This is an optimization exercise on Yosys and OpenROAD, whose aim is small area, not a production implementation. Function was checked by simulation only, so behaviour that the tests miss may differ from the original.

## run.sh

```bash
#!/bin/bash
# synth_recipe.tcl (not shown) runs the flow's synth.tcl, then flattens the netlist and writes it again
# the make line also repeats each setting of config.mk as NAME=value (left out here)
make -C /OpenROAD-flow-scripts/flow DESIGN_CONFIG=/design/flow/config.mk WORK_HOME=/design/flow/orfs CLKGATE_MAP_FILE= SYNTH_SCRIPT=/design/flow/synth_recipe.tcl finish
```

## config.mk

```make
export PLATFORM = sky130hd
export DESIGN_NAME = interpolator_raw
export DESIGN_NICKNAME = interpolator_raw
export VERILOG_FILES = /design/flow/design.v
export SDC_FILE = /design/flow/constraint.sdc
export NUM_CORES = 4
export LEC_CHECK = 0
export CAP_MARGIN = 20
export CORE_MARGIN = 2
export CORE_UTILIZATION = 40
export SLEW_MARGIN = 20
```

## constraint.sdc

```tcl
create_clock -name core_clock -period 5.0 [get_ports {clk}]
set_input_delay 1.0000 -clock core_clock [delete_from_list [all_inputs] [get_ports {clk}]]
set_output_delay 1.0000 -clock core_clock [all_outputs]
set_load 0.01 [all_outputs]
```

## design.v

```verilog
`timescale 1ns / 1ps
module _latency #(
    parameter Latency = 7,
    parameter DATA_Width = 8,
    parameter RST_Enable = 1
)
(
    input clk,rst,clk_en,
    input [DATA_Width-1:0] din,
    output [DATA_Width-1:0] dout 
);
reg [DATA_Width-1:0] _delay [Latency-1:0];
integer i;
always @(posedge clk) begin
    if(clk_en) begin
        for(i=0; i<Latency-1; i=i+1)
            _delay[i+1] <= _delay[i];
        _delay[0] <= din;
    end
    if(RST_Enable) begin
        if(rst) begin
            for(i=0; i<Latency-1; i=i+1)
                _delay[i] <= 0;
        end
    end
end
assign dout = _delay[Latency-1];
endmodule
`timescale 1ns / 1ps
module  interpolator_raw #
(
    parameter D_width = 6
)
(
    input clk,rst,
    input clk_en,
    input din_valid,
    input din_last,
    input [D_width-1:0]dx,dy,
    input [7:0] lu,ru,ld,rd,
    output dout_valid,
    output dout_last,
    output [7:0] p
);
localparam AW = D_width + 8;
localparam SW = 2*D_width + 8;
function [AW-1:0] lerp8;
    input [D_width-1:0] f;
    input [7:0] l, r;
    integer j;
    begin
        lerp8 = 0;
        for (j = 0; j < D_width; j = j + 1)
            lerp8 = lerp8 + ((f[j] ? r : l) << j);
    end
endfunction
function [SW-1:0] lerp14;
    input [D_width-1:0] f;
    input [AW-1:0] l, r;
    integer j;
    begin
        lerp14 = 0;
        for (j = 0; j < D_width; j = j + 1)
            lerp14 = lerp14 + ((f[j] ? r : l) << j);
    end
endfunction
reg [AW-1:0] a_1, b_1;
reg [D_width-1:0] dy_1;
always @ (posedge clk)
    if (clk_en) begin
        a_1 <= lerp8(dx, lu, ru);
        b_1 <= lerp8(dx, ld, rd);
        dy_1 <= dy;
    end
wire [SW-1:0] s = lerp14(dy_1, a_1, b_1);
reg [7:0] p2, p3, p4;
always @ (posedge clk)
    if (clk_en) begin
        p2 <= s[SW-1 -: 8];
        p3 <= p2;
        p4 <= p3;
    end
assign p = p4;
_latency #(
    .Latency(4),
    .DATA_Width(1),
    .RST_Enable(1)
) u_valid_latecny
(
    .clk(clk),
    .clk_en(clk_en),
    .rst(rst),
    .din(din_valid),
    .dout(dout_valid)
);
_latency #(
    .Latency(4),
    .DATA_Width(1),
    .RST_Enable(0)
) u_last_latecny
(
    .clk(clk),
    .clk_en(clk_en),
    .rst(rst),
    .din(din_last),
    .dout(dout_last)
);
endmodule
```

==> flow_metrics.py <==
metrics = {
    "sta": {
        "rsz0062_at_grt": "false",
        "drv_slew": 0,
        "finalCriticalPeriod_ps": 4730,
        "max_freq_mhz": 211,
        "tns_ps": 0,
        "tightest_slew_ps": 751,
        "setup_viol": 0,
        "skew_ps": 7.74,
        "final.period_utilization_pct": 94.6,
        "max-slew-margin-rel_pct": 50.0,
        "hold_viol": 0,
    },
    "route": {
        "viasPerCell": 4.91,
        "drtIter0Drc": 209,
        "vias": 5295,
        "routed_wl_um": 16400,
        "final_antenna_net_count": 0,
        "wl_per_cell_um": 15.2,
        "firstDrtPassIters": 4,
        "drcViolationCount": 0,
    },
    "setup_path": {
        "start_kind": "input pin",
        "r2r_cells": 14,
        "crit_fanout": 13,
        "worst-r2r-setup-slack_ps": 460,
        "r2r-end": "p2[7]$_DFFE_PP_",
        "crit_required_ps": 5070,
        "critPathLaunch": "dx[3]",
        "critPathArrivalTime_ps": 4800,
        "criticalPathCategory": "in2reg",
        "end_kind": "register",
        "rr_startpoint": "dy_1[0]$_DFFE_PP_",
    },
    "min_path": {
        "hold_depth": 0,
        "min_from": "p3[3]$_DFFE_PP_",
        "hp-class": "reg2reg",
        "min_to": "p4[3]$_DFFE_PP_",
    },
    "floorplanning": {
        "io_pins": 59,
        "die_x_um": 146,
        "rows": 52,
        "dieHeight_um": 146,
        "start_util_pct": 40.5,
        "core_um2": 20000,
        "dieArea_um2": 21400,
    },
    "cts": {
        "cts_tree": "done",
        "clock-sinks": 66,
        "cts_max_path_buffers": 2,
        "cts_buffers": 9,
        "cts_hold_buf": 0,
        "postCtsSetupBuffers": 0,
        "clk_pin_slew_ps": 60,
        "cts_root_buf": "clkbuf_16",
        "ctsResizeCount": 0,
        "htree_levels": 3,
        "clock_latency_ps": 330,
    },
    "placed_design": {
        "gp_congestion": 0.859,
        "hpwl_um": 13500,
        "io_buffers": 58,
    },
    "global_route": {
        "first_global_vias": 5868,
        "grt_first_pass_wirelength_um": 28300,
        "grt_use_total_pct": 16.2,
        "grt_max_degree": 35,
        "antenna_found_initial": 0,
        "grt-ovfl-total": 0,
    },
    "outcome": {
        "status": "no timing/DRC/antenna violations",
    },
    "synthesis": {
        "synth_async_sr_flop_share_pct": 0,
        "ys_ff_latch": 66,
        "syn-num-nets": 932,
        "yosys_warnings": 5,
        "synth_flop_cell": "edfxtp_1",
        "synth_cell_types": 41,
        "netlist_instances": 720,
        "synth_edf_count": 63,
        "avgSynthCellArea_um2": 11.3,
        "netlist_area_um2": 8110,
        "seq_area_frac_synth_pct": 24.1,
    },
    "finish": {
        "nets": 1015,
        "layout-drive-gt1-share_pct": 12.4,
        "n_antenna_cell": 0,
        "syn2layout_area_growth_pct": 18.2,
    },
    "flow_run": {
        "max_cap_viol_count": 0,
    },
}
-- layout by cell type, fill, tap and decap left out, types with 4 or more instances in the layout --
master / instances
a21o_1: 7
mux2_2: 42
ha_1: 62
nand2b_1: 5
nand2_1: 14
inv_1: 165
mux2i_1: 140
a21oi_1: 15
xnor2_1: 17
edfxtp_1: 63
buf_4: 34
buf_12: 4
xor2_1: 4
fa_1: 101
o21ai_0: 10
nor2b_1: 4
clkdlybuf4s50_1: 57
clkbuf_16: 9
nor2_1: 13
-- cells by family (layout without fill, tap and decap cells) --
logic type / count (synthesis) / in the layout / synth area share [%]
AOI/OAI and AO/OA: 49 / 49 / 4.09
xor gates and xnor gates: 21 / 21 / 2.27
adders and majority gates: 163 / 163 / 34.5
buffers and inverters: 189 / 277 / 8.87
DFF: 66 / 66 / 24.1
muxes: 182 / 182 / 23.1
and+or+nand+nor: 50 / 50 / 3.09
-- state kept, by name (all words and copies together), names as in the netlist --
signal,cells
a_1,14
b_1,14
dy_1,6
p2,8
p3,8
p4,8
u_last_latecny._delay,4
u_valid_latecny._delay,4
-- synth_stat cells (3+ instances only) --
library cell | n | area (µm²)
nand2b_1 | 5 | 31.3
buf_1 | 7 | 26.3
edfxtp_1 | 63 | 1890
fa_1 | 101 | 2020
mux2_2 | 42 | 473
nor2_1 | 13 | 48.8
mux2i_1 | 140 | 1400
clkbuf_1 | 13 | 48.8
nor2b_1 | 4 | 25.0
nand2_1 | 14 | 52.6
dfxtp_1 | 3 | 60.1
xnor2_1 | 17 | 149
a21oi_1 | 15 | 75.1
a21o_1 | 7 | 52.6
xor2_1 | 4 | 35.0
ha_1 | 62 | 776
inv_1 | 165 | 619
o21ai_0 | 10 | 50.1
o21a_1 | 3 | 22.5
-- cell type report --
class	count	area (µm²)
Clock inverter	7	103
Multi-Input combinational cell	465	5440
Inverter	165	619
Tap cell	270	338
Clock buffer	9	225
Sequential cell	66	1950
Timing Repair Buffer	96	911
Fill cell	1899	10500
-- per-layer routing --
layer	vias to the layer above	global-route usage [%]	share of wire, %
li1	2560	-	-
met4	0	3.93	1.1
met1	2642	20.8	47
met2	81	28.9	50
met5	-	0	0
met3	12	2.31	2.1
-- worst max-delay path: stages --
cell             delay, ps
clkdlybuf4s50_1        510
buf_12                 170
mux2i_1                290
fa_1                   440
inv_1                   80
fa_1                   430
fa_1                   520
ha_1                   310
a21o_1                 180
a21oi_1                170
o21ai_0                180
o41ai_1                390
xnor2_1                120
-- through the flow --
step / setup slack [ps] / instance area, µm² / cells / util, % / hold slack, ps
2_1_floorplan: 43.3 / 8110 / 720 / - / 400
3_3_place_gp: 19.5 / 9260 / 1062 / 46.2 / 400
3_5_place_dp: -95.3 / 9260 / 1062 / 46.2 / 405
4_1_cts: 233 / 9590 / 1078 / 47.8 / 416
5_1_grt: 23.4 / 9590 / 1078 / 47.8 / 424
6_report: 269 / 9590 / 1078 / 47.8 / 415
-- worst max-delay path by stage --
stage | to | slack [ps] | cells after the start
after floorplan | b_1[10]$_DFFE_PP_ | 40 | 16
after global placement | a_1[12]$_DFFE_PP_ | 20 | 15
after detailed placement | a_1[11]$_DFFE_PP_ | -100 | 13
after CTS | a_1[11]$_DFFE_PP_ | 230 | 13
after global routing | a_1[11]$_DFFE_PP_ | 20 | 13
final | a_1[11]$_DFFE_PP_ | 270 | 13

==> what the ideal ports hide <==
The results above use ideal ports. As a check the final layout listed here was re-extracted and re-timed, cells and wires unchanged.
Step 1 sets driving cells, clkbuf_16 on the clock port and buf_2 on the other inputs (assumed; they add their load-dependent delay and slew).
Step 2 also shifts input and output timing later by t, the mid clock arrival at the registers, as if the neighbouring blocks saw the same clock.
a / b / c = no drivers / after step 1 / after step 2; a / b = the first two.
shift t [ns]: 0.372
setup WS [ns]: 0.269 / 0.285 / -0.087
worst setup path at the end: input to register
worst data-port slew with drivers (ns): 0.04
Met with ideal ports but missed after step 2: setup timing in this run. For this run, drivers alone change the setup slack by +0.016 ns; drivers and shift together by -0.356 ns.
